From an optimization exercise on the open Yosys and OpenROAD flow, aimed at small area and a short achievable clock period; shortcuts taken in it are not production practice.
Function was not checked in any run shown here: the RTL went through the layout flow alone.

==> flow/design.v, too long to show whole: its modules and the start of the top module <==
// module mod3_1: 1846 lines
module mod3_1(
  input clk,
  input reset_n,
  input signed [22:0] a,
  input signed [22:0] b,
  input signed [16:0] c,
  output signed [39:0] y
);
  // ...
==> flow/run.sh <==
#!/bin/bash
# synth_recipe.tcl (not shown) runs the flow's synth.tcl, then flattens the netlist and writes it again
# the make line also repeats each setting of config.mk as NAME=value (left out here)
make -C /OpenROAD-flow-scripts/flow DESIGN_CONFIG=/design/flow/config.mk WORK_HOME=/design/flow/orfs CLKGATE_MAP_FILE= SYNTH_SCRIPT=/design/flow/synth_recipe.tcl finish
==> flow/config.mk <==
export PLATFORM = sky130hd
export DESIGN_NAME = mod3_1
export DESIGN_NICKNAME = mod3_1
export VERILOG_FILES = /design/flow/design.v
export SDC_FILE = /design/flow/constraint.sdc
export NUM_CORES = 4
export LEC_CHECK = 0
export ABC_AREA = 1
export CAP_MARGIN = 20
export CORE_MARGIN = 2
export CORE_UTILIZATION = 40
export SLEW_MARGIN = 20
==> flow/constraint.sdc <==
create_clock -name core_clock -period 7.0 [get_ports {clk}]
set_input_delay 1.4000 -clock core_clock [delete_from_list [all_inputs] [get_ports {clk}]]
set_output_delay 1.4000 -clock core_clock [all_outputs]
set_load 0.01 [all_outputs]
==> out/results.txt, run 1 <==
Non-clock inverter total of the final layout - 375
Clk sinks - 145
Initial antenna violation count - 0
Depth of the worst register-to-register path - 15
Global Route met1 Usage - 0.279
Sequential cell count - 145
Registers with the most flip-flops - r0 (40), r1 (38)
Setup repair after global routing missed its margin - no
Ranking of synthesized cells by area - fa_1 (22%), dfxtp_1 (19%), xor2_1 (12%)
Area share of the leading cell type in the synthesized netlist - 0.216
Post-DR vias/cell - 4.98
Most used cells in the layout excluding fill and tap cells - inv_1 (363), nand2_1 (230), xor2_1 (210)
Result of the run - no timing/DRC/antenna violations
Worst clock skew - 11.9 ps
Critical path type - reg -> reg
Yosys cell types - 38
Vias post-DR - 12200
Endpoint of the worst hold-timing path - d2[23]$_DFF_P_
Plain + repair buffers - 127
Setup slack of the critical path after layout - 1580 ps
Max stage delay cell, worst path - dfxtp_1
Synthesized instance count - 1864
Critical path depth in cells - 15
Filler cells - 3748
==> run 2, diff against run 1 <==
--- a/flow/design.v
+++ b/flow/design.v
@@ -4,18 +4,17 @@
   input signed [22:0] a,
   input signed [22:0] b,
   input signed [16:0] c,
   output signed [39:0] y
 );
   reg [23:0] d1, d2;
   reg r1q, f1q;
   reg [16:0] c1;
-  reg [39:0] r0;
-  reg [39:0] r1;
+  reg [39:0] res;
   wire kill = ~reset_n | f1q;
   wire [8:0] one_w, two_w, neg_w;
   assign one_w[0] = c1[0] ^ 1'b0;
   assign two_w[0] = (c1[1] & ~c1[0] & ~1'b0) | (~c1[1] & c1[0] & 1'b0);
   assign neg_w[0] = c1[1];
   assign one_w[1] = c1[2] ^ c1[1];
   assign two_w[1] = (c1[3] & ~c1[2] & ~c1[1]) | (~c1[3] & c1[2] & c1[1]);
   assign neg_w[1] = c1[3];
@@ -1506,252 +1505,254 @@
   assign s624 = co619 ^ s622;
   assign co625 = co619 & s622;
   assign s626 = pp200 ^ pp223 ^ pp199;
   assign co627 = (pp200 & pp223) | (pp200 & pp199) | (pp223 & pp199);
   assign s628 = s626 ^ co623;
   assign co629 = s626 & co623;
   assign s630 = ci233 ^ co627;
   assign co631 = ci233 & co627;
-  wire [39:0] r0_d, r1_d;
-  assign r0_d[0] = (pp1 ^ neg0) & ~kill;
-  assign r1_d[0] = (pp1 & neg0) & ~kill;
-  assign r0_d[1] = (pp2) & ~kill;
+  wire [39:0] r0_d, r1_d, prod;
+  assign r0_d[0] = pp1;
+  assign r1_d[0] = neg0;
+  assign r0_d[1] = pp2;
   assign r1_d[1] = 1'b0;
-  assign r0_d[2] = (pp26 ^ s234) & ~kill;
-  assign r1_d[2] = (pp26 & s234) & ~kill;
-  assign r0_d[3] = (co235 ^ s236) & ~kill;
-  assign r1_d[3] = (co235 & s236) & ~kill;
-  assign r0_d[4] = (s238 ^ s240) & ~kill;
-  assign r1_d[4] = (s238 & s240) & ~kill;
-  assign r0_d[5] = (s242 ^ s244) & ~kill;
-  assign r1_d[5] = (s242 & s244) & ~kill;
-  assign r0_d[6] = (s248 ^ s250) & ~kill;
-  assign r1_d[6] = (s248 & s250) & ~kill;
-  assign r0_d[7] = (s254 ^ s256) & ~kill;
-  assign r1_d[7] = (s254 & s256) & ~kill;
-  assign r0_d[8] = (co257 ^ s264) & ~kill;
-  assign r1_d[8] = (co257 & s264) & ~kill;
-  assign r0_d[9] = (s270 ^ s272) & ~kill;
-  assign r1_d[9] = (s270 & s272) & ~kill;
-  assign r0_d[10] = (s280 ^ s282) & ~kill;
-  assign r1_d[10] = (s280 & s282) & ~kill;
-  assign r0_d[11] = (co283 ^ s292) & ~kill;
-  assign r1_d[11] = (co283 & s292) & ~kill;
-  assign r0_d[12] = (co293 ^ s304) & ~kill;
-  assign r1_d[12] = (co293 & s304) & ~kill;
-  assign r0_d[13] = (s314 ^ s316) & ~kill;
-  assign r1_d[13] = (s314 & s316) & ~kill;
-  assign r0_d[14] = (co317 ^ s330) & ~kill;
-  assign r1_d[14] = (co317 & s330) & ~kill;
-  assign r0_d[15] = (co331 ^ s344) & ~kill;
-  assign r1_d[15] = (co331 & s344) & ~kill;
-  assign r0_d[16] = (co345 ^ s360) & ~kill;
-  assign r1_d[16] = (co345 & s360) & ~kill;
-  assign r0_d[17] = (co361 ^ s376) & ~kill;
-  assign r1_d[17] = (co361 & s376) & ~kill;
-  assign r0_d[18] = (co377 ^ s392) & ~kill;
-  assign r1_d[18] = (co377 & s392) & ~kill;
-  assign r0_d[19] = (co393 ^ s408) & ~kill;
-  assign r1_d[19] = (co393 & s408) & ~kill;
-  assign r0_d[20] = (co409 ^ s424) & ~kill;
-  assign r1_d[20] = (co409 & s424) & ~kill;
-  assign r0_d[21] = (co425 ^ s440) & ~kill;
-  assign r1_d[21] = (co425 & s440) & ~kill;
-  assign r0_d[22] = (co441 ^ s456) & ~kill;
-  assign r1_d[22] = (co441 & s456) & ~kill;
-  assign r0_d[23] = (co457 ^ s472) & ~kill;
-  assign r1_d[23] = (co457 & s472) & ~kill;
-  assign r0_d[24] = (co473 ^ s488) & ~kill;
-  assign r1_d[24] = (co473 & s488) & ~kill;
-  assign r0_d[25] = (co489 ^ s504) & ~kill;
-  assign r1_d[25] = (co489 & s504) & ~kill;
-  assign r0_d[26] = (co505 ^ s520) & ~kill;
-  assign r1_d[26] = (co505 & s520) & ~kill;
-  assign r0_d[27] = (co521 ^ s534) & ~kill;
-  assign r1_d[27] = (co521 & s534) & ~kill;
-  assign r0_d[28] = (co535 ^ s548) & ~kill;
-  assign r1_d[28] = (co535 & s548) & ~kill;
-  assign r0_d[29] = (co549 ^ s560) & ~kill;
-  assign r1_d[29] = (co549 & s560) & ~kill;
-  assign r0_d[30] = (co561 ^ s572) & ~kill;
-  assign r1_d[30] = (co561 & s572) & ~kill;
-  assign r0_d[31] = (co573 ^ s582) & ~kill;
-  assign r1_d[31] = (co573 & s582) & ~kill;
-  assign r0_d[32] = (co583 ^ s592) & ~kill;
-  assign r1_d[32] = (co583 & s592) & ~kill;
-  assign r0_d[33] = (co593 ^ s600) & ~kill;
-  assign r1_d[33] = (co593 & s600) & ~kill;
-  assign r0_d[34] = (co601 ^ s608) & ~kill;
-  assign r1_d[34] = (co601 & s608) & ~kill;
-  assign r0_d[35] = (co609 ^ s614) & ~kill;
-  assign r1_d[35] = (co609 & s614) & ~kill;
-  assign r0_d[36] = (co615 ^ s620) & ~kill;
-  assign r1_d[36] = (co615 & s620) & ~kill;
-  assign r0_d[37] = (co621 ^ s624) & ~kill;
-  assign r1_d[37] = (co621 & s624) & ~kill;
-  assign r0_d[38] = (co625 ^ s628) & ~kill;
-  assign r1_d[38] = (co625 & s628) & ~kill;
-  assign r0_d[39] = (co629 ^ s630) & ~kill;
-  assign r1_d[39] = (co629 & s630) & ~kill;
-  wire [39:0] sum;
-  assign pg632 = r1[1] | (r0[1] & r1[0]);
-  assign pp633 = r0[1] & r0[0];
-  assign pg634 = r1[3] | (r0[3] & r1[2]);
-  assign pp635 = r0[3] & r0[2];
-  assign pg636 = r1[5] | (r0[5] & r1[4]);
-  assign pp637 = r0[5] & r0[4];
-  assign pg638 = r1[7] | (r0[7] & r1[6]);
-  assign pp639 = r0[7] & r0[6];
-  assign pg640 = r1[9] | (r0[9] & r1[8]);
-  assign pp641 = r0[9] & r0[8];
-  assign pg642 = r1[11] | (r0[11] & r1[10]);
-  assign pp643 = r0[11] & r0[10];
-  assign pg644 = r1[13] | (r0[13] & r1[12]);
-  assign pp645 = r0[13] & r0[12];
-  assign pg646 = r1[15] | (r0[15] & r1[14]);
-  assign pp647 = r0[15] & r0[14];
-  assign pg648 = r1[17] | (r0[17] & r1[16]);
-  assign pp649 = r0[17] & r0[16];
-  assign pg650 = r1[19] | (r0[19] & r1[18]);
-  assign pp651 = r0[19] & r0[18];
-  assign pg652 = r1[21] | (r0[21] & r1[20]);
-  assign pp653 = r0[21] & r0[20];
-  assign pg654 = r1[23] | (r0[23] & r1[22]);
-  assign pp655 = r0[23] & r0[22];
-  assign pg656 = r1[25] | (r0[25] & r1[24]);
-  assign pp657 = r0[25] & r0[24];
-  assign pg658 = r1[27] | (r0[27] & r1[26]);
-  assign pp659 = r0[27] & r0[26];
-  assign pg660 = r1[29] | (r0[29] & r1[28]);
-  assign pp661 = r0[29] & r0[28];
-  assign pg662 = r1[31] | (r0[31] & r1[30]);
-  assign pp663 = r0[31] & r0[30];
-  assign pg664 = r1[33] | (r0[33] & r1[32]);
-  assign pp665 = r0[33] & r0[32];
-  assign pg666 = r1[35] | (r0[35] & r1[34]);
-  assign pp667 = r0[35] & r0[34];
-  assign pg668 = r1[37] | (r0[37] & r1[36]);
-  assign pp669 = r0[37] & r0[36];
-  assign pg670 = r1[39] | (r0[39] & r1[38]);
-  assign pp671 = r0[39] & r0[38];
-  assign pg672 = r1[2] | (r0[2] & pg632);
-  assign pp673 = r0[2] & pp633;
+  assign r0_d[2] = pp26;
+  assign r1_d[2] = s234;
+  assign r0_d[3] = co235;
+  assign r1_d[3] = s236;
+  assign r0_d[4] = s238;
+  assign r1_d[4] = s240;
+  assign r0_d[5] = s242;
+  assign r1_d[5] = s244;
+  assign r0_d[6] = s248;
+  assign r1_d[6] = s250;
+  assign r0_d[7] = s254;
+  assign r1_d[7] = s256;
+  assign r0_d[8] = co257;
+  assign r1_d[8] = s264;
+  assign r0_d[9] = s270;
+  assign r1_d[9] = s272;
+  assign r0_d[10] = s280;
+  assign r1_d[10] = s282;
+  assign r0_d[11] = co283;
+  assign r1_d[11] = s292;
+  assign r0_d[12] = co293;
+  assign r1_d[12] = s304;
+  assign r0_d[13] = s314;
+  assign r1_d[13] = s316;
+  assign r0_d[14] = co317;
+  assign r1_d[14] = s330;
+  assign r0_d[15] = co331;
+  assign r1_d[15] = s344;
+  assign r0_d[16] = co345;
+  assign r1_d[16] = s360;
+  assign r0_d[17] = co361;
+  assign r1_d[17] = s376;
+  assign r0_d[18] = co377;
+  assign r1_d[18] = s392;
+  assign r0_d[19] = co393;
+  assign r1_d[19] = s408;
+  assign r0_d[20] = co409;
+  assign r1_d[20] = s424;
+  assign r0_d[21] = co425;
+  assign r1_d[21] = s440;
+  assign r0_d[22] = co441;
+  assign r1_d[22] = s456;
+  assign r0_d[23] = co457;
+  assign r1_d[23] = s472;
+  assign r0_d[24] = co473;
+  assign r1_d[24] = s488;
+  assign r0_d[25] = co489;
+  assign r1_d[25] = s504;
+  assign r0_d[26] = co505;
+  assign r1_d[26] = s520;
+  assign r0_d[27] = co521;
+  assign r1_d[27] = s534;
+  assign r0_d[28] = co535;
+  assign r1_d[28] = s548;
+  assign r0_d[29] = co549;
+  assign r1_d[29] = s560;
+  assign r0_d[30] = co561;
+  assign r1_d[30] = s572;
+  assign r0_d[31] = co573;
+  assign r1_d[31] = s582;
+  assign r0_d[32] = co583;
+  assign r1_d[32] = s592;
+  assign r0_d[33] = co593;
+  assign r1_d[33] = s600;
+  assign r0_d[34] = co601;
+  assign r1_d[34] = s608;
+  assign r0_d[35] = co609;
+  assign r1_d[35] = s614;
+  assign r0_d[36] = co615;
+  assign r1_d[36] = s620;
+  assign r0_d[37] = co621;
+  assign r1_d[37] = s624;
+  assign r0_d[38] = co625;
+  assign r1_d[38] = s628;
+  assign r0_d[39] = co629;
+  assign r1_d[39] = s630;
+  wire [39:0] fp, fg;
+  assign fp = r0_d ^ r1_d;
+  assign fg = r0_d & r1_d;
+  assign pg632 = fg[1] | (fp[1] & fg[0]);
+  assign pp633 = fp[1] & fp[0];
+  assign pg634 = fg[3] | (fp[3] & fg[2]);
+  assign pp635 = fp[3] & fp[2];
+  assign pg636 = fg[5] | (fp[5] & fg[4]);
+  assign pp637 = fp[5] & fp[4];
+  assign pg638 = fg[7] | (fp[7] & fg[6]);
+  assign pp639 = fp[7] & fp[6];
+  assign pg640 = fg[9] | (fp[9] & fg[8]);
+  assign pp641 = fp[9] & fp[8];
+  assign pg642 = fg[11] | (fp[11] & fg[10]);
+  assign pp643 = fp[11] & fp[10];
+  assign pg644 = fg[13] | (fp[13] & fg[12]);
+  assign pp645 = fp[13] & fp[12];
+  assign pg646 = fg[15] | (fp[15] & fg[14]);
+  assign pp647 = fp[15] & fp[14];
+  assign pg648 = fg[17] | (fp[17] & fg[16]);
+  assign pp649 = fp[17] & fp[16];
+  assign pg650 = fg[19] | (fp[19] & fg[18]);
+  assign pp651 = fp[19] & fp[18];
+  assign pg652 = fg[21] | (fp[21] & fg[20]);
+  assign pp653 = fp[21] & fp[20];
+  assign pg654 = fg[23] | (fp[23] & fg[22]);
+  assign pp655 = fp[23] & fp[22];
+  assign pg656 = fg[25] | (fp[25] & fg[24]);
+  assign pp657 = fp[25] & fp[24];
+  assign pg658 = fg[27] | (fp[27] & fg[26]);
+  assign pp659 = fp[27] & fp[26];
+  assign pg660 = fg[29] | (fp[29] & fg[28]);
+  assign pp661 = fp[29] & fp[28];
+  assign pg662 = fg[31] | (fp[31] & fg[30]);
+  assign pp663 = fp[31] & fp[30];
+  assign pg664 = fg[33] | (fp[33] & fg[32]);
+  assign pp665 = fp[33] & fp[32];
+  assign pg666 = fg[35] | (fp[35] & fg[34]);
+  assign pp667 = fp[35] & fp[34];
+  assign pg668 = fg[37] | (fp[37] & fg[36]);
+  assign pp669 = fp[37] & fp[36];
+  assign pg670 = fg[39] | (fp[39] & fg[38]);
+  assign pp671 = fp[39] & fp[38];
+  assign pg672 = fg[2] | (fp[2] & pg632);
+  assign pp673 = fp[2] & pp633;
   assign pg674 = pg634 | (pp635 & pg632);
   assign pp675 = pp635 & pp633;
-  assign pg676 = r1[6] | (r0[6] & pg636);
-  assign pp677 = r0[6] & pp637;
+  assign pg676 = fg[6] | (fp[6] & pg636);
+  assign pp677 = fp[6] & pp637;
   assign pg678 = pg638 | (pp639 & pg636);
   assign pp679 = pp639 & pp637;
-  assign pg680 = r1[10] | (r0[10] & pg640);
-  assign pp681 = r0[10] & pp641;
+  assign pg680 = fg[10] | (fp[10] & pg640);
+  assign pp681 = fp[10] & pp641;
   assign pg682 = pg642 | (pp643 & pg640);
   assign pp683 = pp643 & pp641;
-  assign pg684 = r1[14] | (r0[14] & pg644);
-  assign pp685 = r0[14] & pp645;
+  assign pg684 = fg[14] | (fp[14] & pg644);
+  assign pp685 = fp[14] & pp645;
   assign pg686 = pg646 | (pp647 & pg644);
   assign pp687 = pp647 & pp645;
-  assign pg688 = r1[18] | (r0[18] & pg648);
-  assign pp689 = r0[18] & pp649;
+  assign pg688 = fg[18] | (fp[18] & pg648);
+  assign pp689 = fp[18] & pp649;
   assign pg690 = pg650 | (pp651 & pg648);
   assign pp691 = pp651 & pp649;
-  assign pg692 = r1[22] | (r0[22] & pg652);
-  assign pp693 = r0[22] & pp653;
+  assign pg692 = fg[22] | (fp[22] & pg652);
+  assign pp693 = fp[22] & pp653;
   assign pg694 = pg654 | (pp655 & pg652);
   assign pp695 = pp655 & pp653;
-  assign pg696 = r1[26] | (r0[26] & pg656);
-  assign pp697 = r0[26] & pp657;
+  assign pg696 = fg[26] | (fp[26] & pg656);
+  assign pp697 = fp[26] & pp657;
   assign pg698 = pg658 | (pp659 & pg656);
   assign pp699 = pp659 & pp657;
-  assign pg700 = r1[30] | (r0[30] & pg660);
-  assign pp701 = r0[30] & pp661;
+  assign pg700 = fg[30] | (fp[30] & pg660);
+  assign pp701 = fp[30] & pp661;
   assign pg702 = pg662 | (pp663 & pg660);
   assign pp703 = pp663 & pp661;
-  assign pg704 = r1[34] | (r0[34] & pg664);
-  assign pp705 = r0[34] & pp665;
+  assign pg704 = fg[34] | (fp[34] & pg664);
+  assign pp705 = fp[34] & pp665;
   assign pg706 = pg666 | (pp667 & pg664);
   assign pp707 = pp667 & pp665;
-  assign pg708 = r1[38] | (r0[38] & pg668);
-  assign pp709 = r0[38] & pp669;
+  assign pg708 = fg[38] | (fp[38] & pg668);
+  assign pp709 = fp[38] & pp669;
   assign pg710 = pg670 | (pp671 & pg668);
   assign pp711 = pp671 & pp669;
-  assign pg712 = r1[4] | (r0[4] & pg674);
-  assign pp713 = r0[4] & pp675;
+  assign pg712 = fg[4] | (fp[4] & pg674);
+  assign pp713 = fp[4] & pp675;
   assign pg714 = pg636 | (pp637 & pg674);
   assign pp715 = pp637 & pp675;
   assign pg716 = pg676 | (pp677 & pg674);
   assign pp717 = pp677 & pp675;
   assign pg718 = pg678 | (pp679 & pg674);
   assign pp719 = pp679 & pp675;
-  assign pg720 = r1[12] | (r0[12] & pg682);
-  assign pp721 = r0[12] & pp683;
+  assign pg720 = fg[12] | (fp[12] & pg682);
+  assign pp721 = fp[12] & pp683;
   assign pg722 = pg644 | (pp645 & pg682);
   assign pp723 = pp645 & pp683;
   assign pg724 = pg684 | (pp685 & pg682);
   assign pp725 = pp685 & pp683;
   assign pg726 = pg686 | (pp687 & pg682);
   assign pp727 = pp687 & pp683;
-  assign pg728 = r1[20] | (r0[20] & pg690);
-  assign pp729 = r0[20] & pp691;
+  assign pg728 = fg[20] | (fp[20] & pg690);
+  assign pp729 = fp[20] & pp691;
   assign pg730 = pg652 | (pp653 & pg690);
   assign pp731 = pp653 & pp691;
   assign pg732 = pg692 | (pp693 & pg690);
   assign pp733 = pp693 & pp691;
   assign pg734 = pg694 | (pp695 & pg690);
   assign pp735 = pp695 & pp691;
-  assign pg736 = r1[28] | (r0[28] & pg698);
-  assign pp737 = r0[28] & pp699;
+  assign pg736 = fg[28] | (fp[28] & pg698);
+  assign pp737 = fp[28] & pp699;
   assign pg738 = pg660 | (pp661 & pg698);
   assign pp739 = pp661 & pp699;
   assign pg740 = pg700 | (pp701 & pg698);
   assign pp741 = pp701 & pp699;
   assign pg742 = pg702 | (pp703 & pg698);
   assign pp743 = pp703 & pp699;
-  assign pg744 = r1[36] | (r0[36] & pg706);
-  assign pp745 = r0[36] & pp707;
+  assign pg744 = fg[36] | (fp[36] & pg706);
+  assign pp745 = fp[36] & pp707;
   assign pg746 = pg668 | (pp669 & pg706);
   assign pp747 = pp669 & pp707;
   assign pg748 = pg708 | (pp709 & pg706);
   assign pp749 = pp709 & pp707;
   assign pg750 = pg710 | (pp711 & pg706);
   assign pp751 = pp711 & pp707;
-  assign pg752 = r1[8] | (r0[8] & pg718);
-  assign pp753 = r0[8] & pp719;
+  assign pg752 = fg[8] | (fp[8] & pg718);
+  assign pp753 = fp[8] & pp719;
   assign pg754 = pg640 | (pp641 & pg718);
   assign pp755 = pp641 & pp719;
   assign pg756 = pg680 | (pp681 & pg718);
   assign pp757 = pp681 & pp719;
   assign pg758 = pg682 | (pp683 & pg718);
   assign pp759 = pp683 & pp719;
   assign pg760 = pg720 | (pp721 & pg718);
   assign pp761 = pp721 & pp719;
   assign pg762 = pg722 | (pp723 & pg718);
   assign pp763 = pp723 & pp719;
   assign pg764 = pg724 | (pp725 & pg718);
   assign pp765 = pp725 & pp719;
   assign pg766 = pg726 | (pp727 & pg718);
   assign pp767 = pp727 & pp719;
-  assign pg768 = r1[24] | (r0[24] & pg734);
-  assign pp769 = r0[24] & pp735;
+  assign pg768 = fg[24] | (fp[24] & pg734);
+  assign pp769 = fp[24] & pp735;
   assign pg770 = pg656 | (pp657 & pg734);
   assign pp771 = pp657 & pp735;
   assign pg772 = pg696 | (pp697 & pg734);
   assign pp773 = pp697 & pp735;
   assign pg774 = pg698 | (pp699 & pg734);
   assign pp775 = pp699 & pp735;
   assign pg776 = pg736 | (pp737 & pg734);
   assign pp777 = pp737 & pp735;
   assign pg778 = pg738 | (pp739 & pg734);
   assign pp779 = pp739 & pp735;
   assign pg780 = pg740 | (pp741 & pg734);
   assign pp781 = pp741 & pp735;
   assign pg782 = pg742 | (pp743 & pg734);
   assign pp783 = pp743 & pp735;
-  assign pg784 = r1[16] | (r0[16] & pg766);
-  assign pp785 = r0[16] & pp767;
+  assign pg784 = fg[16] | (fp[16] & pg766);
+  assign pp785 = fp[16] & pp767;
   assign pg786 = pg648 | (pp649 & pg766);
   assign pp787 = pp649 & pp767;
   assign pg788 = pg688 | (pp689 & pg766);
   assign pp789 = pp689 & pp767;
   assign pg790 = pg690 | (pp691 & pg766);
   assign pp791 = pp691 & pp767;
   assign pg792 = pg728 | (pp729 & pg766);
   assign pp793 = pp729 & pp767;
@@ -1772,75 +1773,74 @@
   assign pg808 = pg776 | (pp777 & pg766);
   assign pp809 = pp777 & pp767;
   assign pg810 = pg778 | (pp779 & pg766);
   assign pp811 = pp779 & pp767;
   assign pg812 = pg780 | (pp781 & pg766);
   assign pp813 = pp781 & pp767;
   assign pg814 = pg782 | (pp783 & pg766);
   assign pp815 = pp783 & pp767;
-  assign pg816 = r1[32] | (r0[32] & pg814);
-  assign pp817 = r0[32] & pp815;
+  assign pg816 = fg[32] | (fp[32] & pg814);
+  assign pp817 = fp[32] & pp815;
   assign pg818 = pg664 | (pp665 & pg814);
   assign pp819 = pp665 & pp815;
   assign pg820 = pg704 | (pp705 & pg814);
   assign pp821 = pp705 & pp815;
   assign pg822 = pg706 | (pp707 & pg814);
   assign pp823 = pp707 & pp815;
   assign pg824 = pg744 | (pp745 & pg814);
   assign pp825 = pp745 & pp815;
   assign pg826 = pg746 | (pp747 & pg814);
   assign pp827 = pp747 & pp815;
   assign pg828 = pg748 | (pp749 & pg814);
   assign pp829 = pp749 & pp815;
   assign pg830 = pg750 | (pp751 & pg814);
   assign pp831 = pp751 & pp815;
-  assign sum[0] = r0[0];
-  assign sum[1] = r0[1] ^ r1[0];
-  assign sum[2] = r0[2] ^ pg632;
-  assign sum[3] = r0[3] ^ pg672;
-  assign sum[4] = r0[4] ^ pg674;
-  assign sum[5] = r0[5] ^ pg712;
-  assign sum[6] = r0[6] ^ pg714;
-  assign sum[7] = r0[7] ^ pg716;
-  assign sum[8] = r0[8] ^ pg718;
-  assign sum[9] = r0[9] ^ pg752;
-  assign sum[10] = r0[10] ^ pg754;
-  assign sum[11] = r0[11] ^ pg756;
-  assign sum[12] = r0[12] ^ pg758;
-  assign sum[13] = r0[13] ^ pg760;
-  assign sum[14] = r0[14] ^ pg762;
-  assign sum[15] = r0[15] ^ pg764;
-  assign sum[16] = r0[16] ^ pg766;
-  assign sum[17] = r0[17] ^ pg784;
-  assign sum[18] = r0[18] ^ pg786;
-  assign sum[19] = r0[19] ^ pg788;
-  assign sum[20] = r0[20] ^ pg790;
-  assign sum[21] = r0[21] ^ pg792;
-  assign sum[22] = r0[22] ^ pg794;
-  assign sum[23] = r0[23] ^ pg796;
-  assign sum[24] = r0[24] ^ pg798;
-  assign sum[25] = r0[25] ^ pg800;
-  assign sum[26] = r0[26] ^ pg802;
-  assign sum[27] = r0[27] ^ pg804;
-  assign sum[28] = r0[28] ^ pg806;
-  assign sum[29] = r0[29] ^ pg808;
-  assign sum[30] = r0[30] ^ pg810;
-  assign sum[31] = r0[31] ^ pg812;
-  assign sum[32] = r0[32] ^ pg814;
-  assign sum[33] = r0[33] ^ pg816;
-  assign sum[34] = r0[34] ^ pg818;
-  assign sum[35] = r0[35] ^ pg820;
-  assign sum[36] = r0[36] ^ pg822;
-  assign sum[37] = r0[37] ^ pg824;
-  assign sum[38] = r0[38] ^ pg826;
-  assign sum[39] = r0[39] ^ pg828;
-  assign y = sum;
+  assign prod[0] = fp[0];
+  assign prod[1] = fp[1] ^ fg[0];
+  assign prod[2] = fp[2] ^ pg632;
+  assign prod[3] = fp[3] ^ pg672;
+  assign prod[4] = fp[4] ^ pg674;
+  assign prod[5] = fp[5] ^ pg712;
+  assign prod[6] = fp[6] ^ pg714;
+  assign prod[7] = fp[7] ^ pg716;
+  assign prod[8] = fp[8] ^ pg718;
+  assign prod[9] = fp[9] ^ pg752;
+  assign prod[10] = fp[10] ^ pg754;
+  assign prod[11] = fp[11] ^ pg756;
+  assign prod[12] = fp[12] ^ pg758;
+  assign prod[13] = fp[13] ^ pg760;
+  assign prod[14] = fp[14] ^ pg762;
+  assign prod[15] = fp[15] ^ pg764;
+  assign prod[16] = fp[16] ^ pg766;
+  assign prod[17] = fp[17] ^ pg784;
+  assign prod[18] = fp[18] ^ pg786;
+  assign prod[19] = fp[19] ^ pg788;
+  assign prod[20] = fp[20] ^ pg790;
+  assign prod[21] = fp[21] ^ pg792;
+  assign prod[22] = fp[22] ^ pg794;
+  assign prod[23] = fp[23] ^ pg796;
+  assign prod[24] = fp[24] ^ pg798;
+  assign prod[25] = fp[25] ^ pg800;
+  assign prod[26] = fp[26] ^ pg802;
+  assign prod[27] = fp[27] ^ pg804;
+  assign prod[28] = fp[28] ^ pg806;
+  assign prod[29] = fp[29] ^ pg808;
+  assign prod[30] = fp[30] ^ pg810;
+  assign prod[31] = fp[31] ^ pg812;
+  assign prod[32] = fp[32] ^ pg814;
+  assign prod[33] = fp[33] ^ pg816;
+  assign prod[34] = fp[34] ^ pg818;
+  assign prod[35] = fp[35] ^ pg820;
+  assign prod[36] = fp[36] ^ pg822;
+  assign prod[37] = fp[37] ^ pg824;
+  assign prod[38] = fp[38] ^ pg826;
+  assign prod[39] = fp[39] ^ pg828;
+  assign y = res;
   always @(posedge clk) begin
     d1 <= {a[22], a} - {b[22], b};
     r1q <= ~reset_n;
     d2 <= d1;
     f1q <= ~reset_n | r1q;
     c1 <= c;
-    r0 <= r0_d;
-    r1 <= r1_d;
+    res <= prod & {40{~kill}};
   end
 endmodule
==> flow/config.mk (replaced) <==
export PLATFORM = sky130hd
export DESIGN_NAME = mod3_1
export DESIGN_NICKNAME = mod3_1
export VERILOG_FILES = /design/flow/design.v
export SDC_FILE = /design/flow/constraint.sdc
export NUM_CORES = 4
export LEC_CHECK = 0
export CAP_MARGIN = 20
export CORE_MARGIN = 2
export CORE_UTILIZATION = 40
export SLEW_MARGIN = 20
==> run 2 against run 1 <==
Effect of this change: core utilization decreased by 0.77 points; fmax down 16%; still clean; via count is 27% higher; critical path type unchanged.
==> out/results.txt, run 2 <==
Result of the run - no timing/DRC/antenna violations (unchanged)
Final Cycle Share - 0.922 (was 0.774)
Proportion of register bits with asynchronous set or reset after synthesis - 0 (unchanged)
Endpoint of the worst hold-timing path - d2[19]$_DFF_P_ (was d2[23]$_DFF_P_)
Cell area after layout - 18400 µm² (was 17100 µm²)
Setup repair after global routing missed its margin - no (unchanged)
Ranking of synthesized cells by area - fa_1 (20%), dfxtp_1 (13%), ha_1 (7.4%) (was fa_1 (22%), dfxtp_1 (19%), xor2_1 (12%))
Synthesized instance count - 2252 (was 1864)
Critical path type - reg -> reg (unchanged)
Final-report max-slew violation count - 0 (unchanged)
Placed Cells - 2723 (was 2409)
Post-Route Setup TNS - 0 ps (unchanged)
Post-DR vias/cell - 5.63 (was 4.98)
CTS Root Cell - clkbuf_16 (unchanged)
Cell area after placement - 18100 µm² (was 16400 µm²)
Resize count post-CTS - 0 (unchanged)
Number of DRC violations after detailed-routing iteration 0 - 1680 (was 906)
End of the worst register-to-register path - res[38]$_DFF_P_ (was r0[26]$_DFF_P_)
Net count after synthesis - 2583 (was 2195)
Sequential element share of the synthesized area - 0.128 (was 0.193)
Most used cells in the layout excluding fill and tap cells - inv_1 (267), nor2_1 (224), a21oi_1 (211) (was inv_1 (363), nand2_1 (230), xor2_1 (210))
Hold path start - d1[19]$_DFF_P_ (was d1[23]$_DFF_P_)
Maxcap violations - 0 (unchanged)
Total of flip-flops plus latches after synthesis - 107 (was 145)
Finished Core Util - 0.449 (was 0.456)
Standard-cell rows - 74 (was 71)
Depth of the worst register-to-register path - 23 (was 15)
Number of global-route vias before repair - 14400 (was 12300)
Registers with the most flip-flops - res (40), d1 (24), d2 (24) (was r0 (40), r1 (38))
Maximum number of pins on one net before global-route repair - 112 (was 55)
Congestion Overflow GR - 0 (unchanged)
Post-detailed-route wirelength per cell - 17.4 µm (was 16.2 µm)
Synth cell count leaders - inv_1 (267), nor2_1 (226), a21oi_1 (211) (was inv_1 (364), nand2_1 (230), xor2_1 (210))
Effective utilization at floorplan - 0.407 (was 0.402)
DIE AREA - 43400 µm² (was 39200 µm²)
Area share of the leading cell type in the synthesized netlist - 0.200 (was 0.216)
Register clock-pin slew on the reported worst setup and hold paths - 100 ps (was 70 ps)
Syn Std Cell Area - 16700 µm² (was 15000 µm²)
Wire length of the first global-routing pass - 77300 µm (was 63900 µm)
Antenna diode count - 0 (unchanged)
Count of boundary I/O pins - 105 (unchanged)
Cells on Worst Hold Path - 0 (unchanged)
Antenna violation net count after detailed routing - 0 (unchanged)
Number of synthesis warnings - 1 (unchanged)
Worst reg2reg startpoint - c1[9]$_DFF_P_ (was c1[15]$_DFF_P_)
Vias post-DR - 15400 (was 12200)
Tightest Hold Check Type - reg -> reg (unchanged)
Post-synth top flop - dfxtp_1 (unchanged)
Port bufs - 104 (unchanged)
Area growth, synth to finish - 10.3% (was 13.4%)
Initial antenna violation count - 0 (unchanged)
Most frequent standard cell in the layout excluding fill and tap cells - inv_1 (unchanged)
Yosys cell types - 62 (was 38)
Synth Area per Inst - 7.41 µm² (was 8.07 µm²)
Data required time at the worst endpoint - 7360 ps (was 7320 ps)
All-layer global routing usage - 0.221 (was 0.209)
Total wire length - 47700 µm (was 39600 µm)
First drt pass iteration count - 8 (was 5)
Worst-case headroom to the max-slew limit - 0.260 (was 0.194)
Worst Setup Start Kind - flip-flop (unchanged)
Worst-margin pin slew - 1110 ps (was 1210 ps)
Final hold violations - 0 (unchanged)
Maximum clock rate - 0.155 GHz (was 0.185 GHz)
Number of nets in the layout - 2533 (was 2248)
Detail Placement HPWL - 36600 µm (was 30100 µm)
Arrival time of data at the critical path endpoint - 6810 ps (was 5740 ps)
Count of placed standard cells in the final layout, fillers left out - 2739 (was 2441)
Worst clock skew - 21.4 ps (was 11.9 ps)
Biggest register - res (was r0)
Share of post-route cells with drive strength above 1 - 0.0548 (was 0.0565)
X dimension of the die - 208 µm (was 198 µm)
Clock tree from TritonCTS - yes (unchanged)
Tmin final - 6460 ps (was 5420 ps)
Worst R2R Setup Slack - 540 ps (was 1580 ps)
Cell accounting for the most synthesized area - fa_1 (unchanged)
Count of flip-flops with a built-in enable after synthesis - 0 (unchanged)
Max Buffers Root-to-Sink - 2 (unchanged)
Largest fanout on the critical path - 22 (was 20)
Number of DRC violations after detailed routing - 0 (unchanged)
Std-Cell Core Area - 41000 µm² (was 37400 µm²)
Worst-Skew Late Latency - 410 ps (was 440 ps)
H-tree depth - 3 (was 4)
Endpoint class of the critical path - flip-flop (unchanged)
Y dimension of the die - 208 µm (was 198 µm)
Setup slack of the critical path after layout - 545 ps (was 1580 ps)
Global placer's final weighted congestion - 0.875 (was 0.934)
Number of endpoints failing setup at the final stage - 0 (unchanged)
Clock buffer count from CTS - 9 (was 17)
Clk sinks - 107 (was 145)
Worst-case setup slack after placement - 616 ps (was 1610 ps)
Cell with the most instances after synthesis - inv_1 (unchanged)
Max reg flops - 40 (unchanged)
Hold-fix buffers at CTS - 0 (unchanged)
Buffers inserted during post-CTS setup optimization - 0 (unchanged)
-- run 2: changes by cell type in the layout (fill, tap and decap cells not counted), moves of 26 or more --
cell / previous run / this run
o21ai_0: 44 / 109
a221oi_1: 1 / 65
a22oi_1: 0 / 55
nor2b_1: 0 / 35
maj3_1: 0 / 48
dfxtp_1: 145 / 101
buf_4: 23 / 75
a21oi_1: 53 / 211
nor2_1: 140 / 224
inv_1: 363 / 267
nand2_1: 230 / 204
mux2i_1: 0 / 37
o22ai_1: 182 / 103
xor2_1: 210 / 28
-- run 2: worst max path at each step --
stage,from,endpoint,slack [ps]
3_5_place_dp,c1[9]$_DFF_P_,res[38]$_DFF_P_,620
6_report,c1[9]$_DFF_P_,res[38]$_DFF_P_,540
3_3_place_gp,c1[2]$_DFF_P_,res[38]$_DFF_P_,700
4_1_cts,c1[9]$_DFF_P_,res[38]$_DFF_P_,580
2_1_floorplan,c1[8]$_DFF_P_,res[38]$_DFF_P_,1050
5_1_grt,c1[2]$_DFF_P_,res[38]$_DFF_P_,90
-- run 2: through the flow --
step           hold slack, ps
2_1_floorplan             310
3_3_place_gp              314
3_5_place_dp              312
4_1_cts                   313
5_1_grt                   334
6_report                  310
-- run 2: worst max-delay path: stages (launching register included) --
cell and delay [ps]:
dfxtp_2 440, buf_4 260, nand2_1 390, o22ai_1 160, nor2_1 140, nor2_1 40
a221oi_1 410, fa_1 520, fa_1 460, fa_1 560, inv_1 60, fa_1 520
inv_1 40, ha_1 290, ha_1 360, a21o_1 170, a21o_1 170, a21oi_1 190
o21ai_0 170, a21oi_1 190, o21a_2 250, o31ai_2 110, or4_1 410, nand3_1 90
-- run 2: final cells by class --
type / instances / area (µm²)
flip-flops and latches: 107 / 2160
inverters: 269 / 1010
well taps: 532 / 666
multi-input cells: 1634 / 12600
clock buffers: 9 / 225
clock inverters: 7 / 68.8
repair buffers: 181 / 1640
fillers: 4134 / 22600
-- run 2: cells by family (layout without fill, tap and decap cells) --
| kind of cell | Yosys count | after routing | synth area share |
|---|---|---|---|
| AOI/OAI and AO/OA | 667 | 667 | 0.253 |
| muxes | 44 | 44 | 0.0269 |
| xor gates and xnor gates | 67 | 67 | 0.0352 |
| adders and majority gates | 314 | 314 | 0.303 |
| DFF | 107 | 107 | 0.128 |
| buffers and inverters | 511 | 466 | 0.115 |
| and+or+nand+nor | 542 | 542 | 0.138 |
-- run 2: routing by layer --
layer  vias to the layer above  part of all wire  track usage
met3                        46             0.096       0.0409
met5                         -                 0            0
met4                         0             0.014       0.0615
li1                       7486                 -            -
met2                       649              0.43        0.333
met1                      7228              0.46        0.320

## what the ideal ports hide
Ports are ideal in the flow. The routed layouts listed here were re-timed in OpenROAD.
Step 1 assumes that a clkbuf_16 drives the clock port and a buf_2 every other input.
Step 2 times the ports against the registers' clock, not the clock port: input delays grow and output delays shrink by t, the midpoint of the rising clock arrivals with the driver on.
Three values: ideal ports, drivers, drivers and shift; two values: the first two.
run | shift t [ns] | setup slack, ns | worst hold slack (ns)
run 1 | 0.487 | 1.580 / 1.580 / 1.580 | 0.313 / 0.313 / 0.313
run 2 | 0.448 | 0.545 / 0.545 / 0.545 | 0.310 / 0.310 / 0.310
After both steps setup and hold are still met in every run listed.
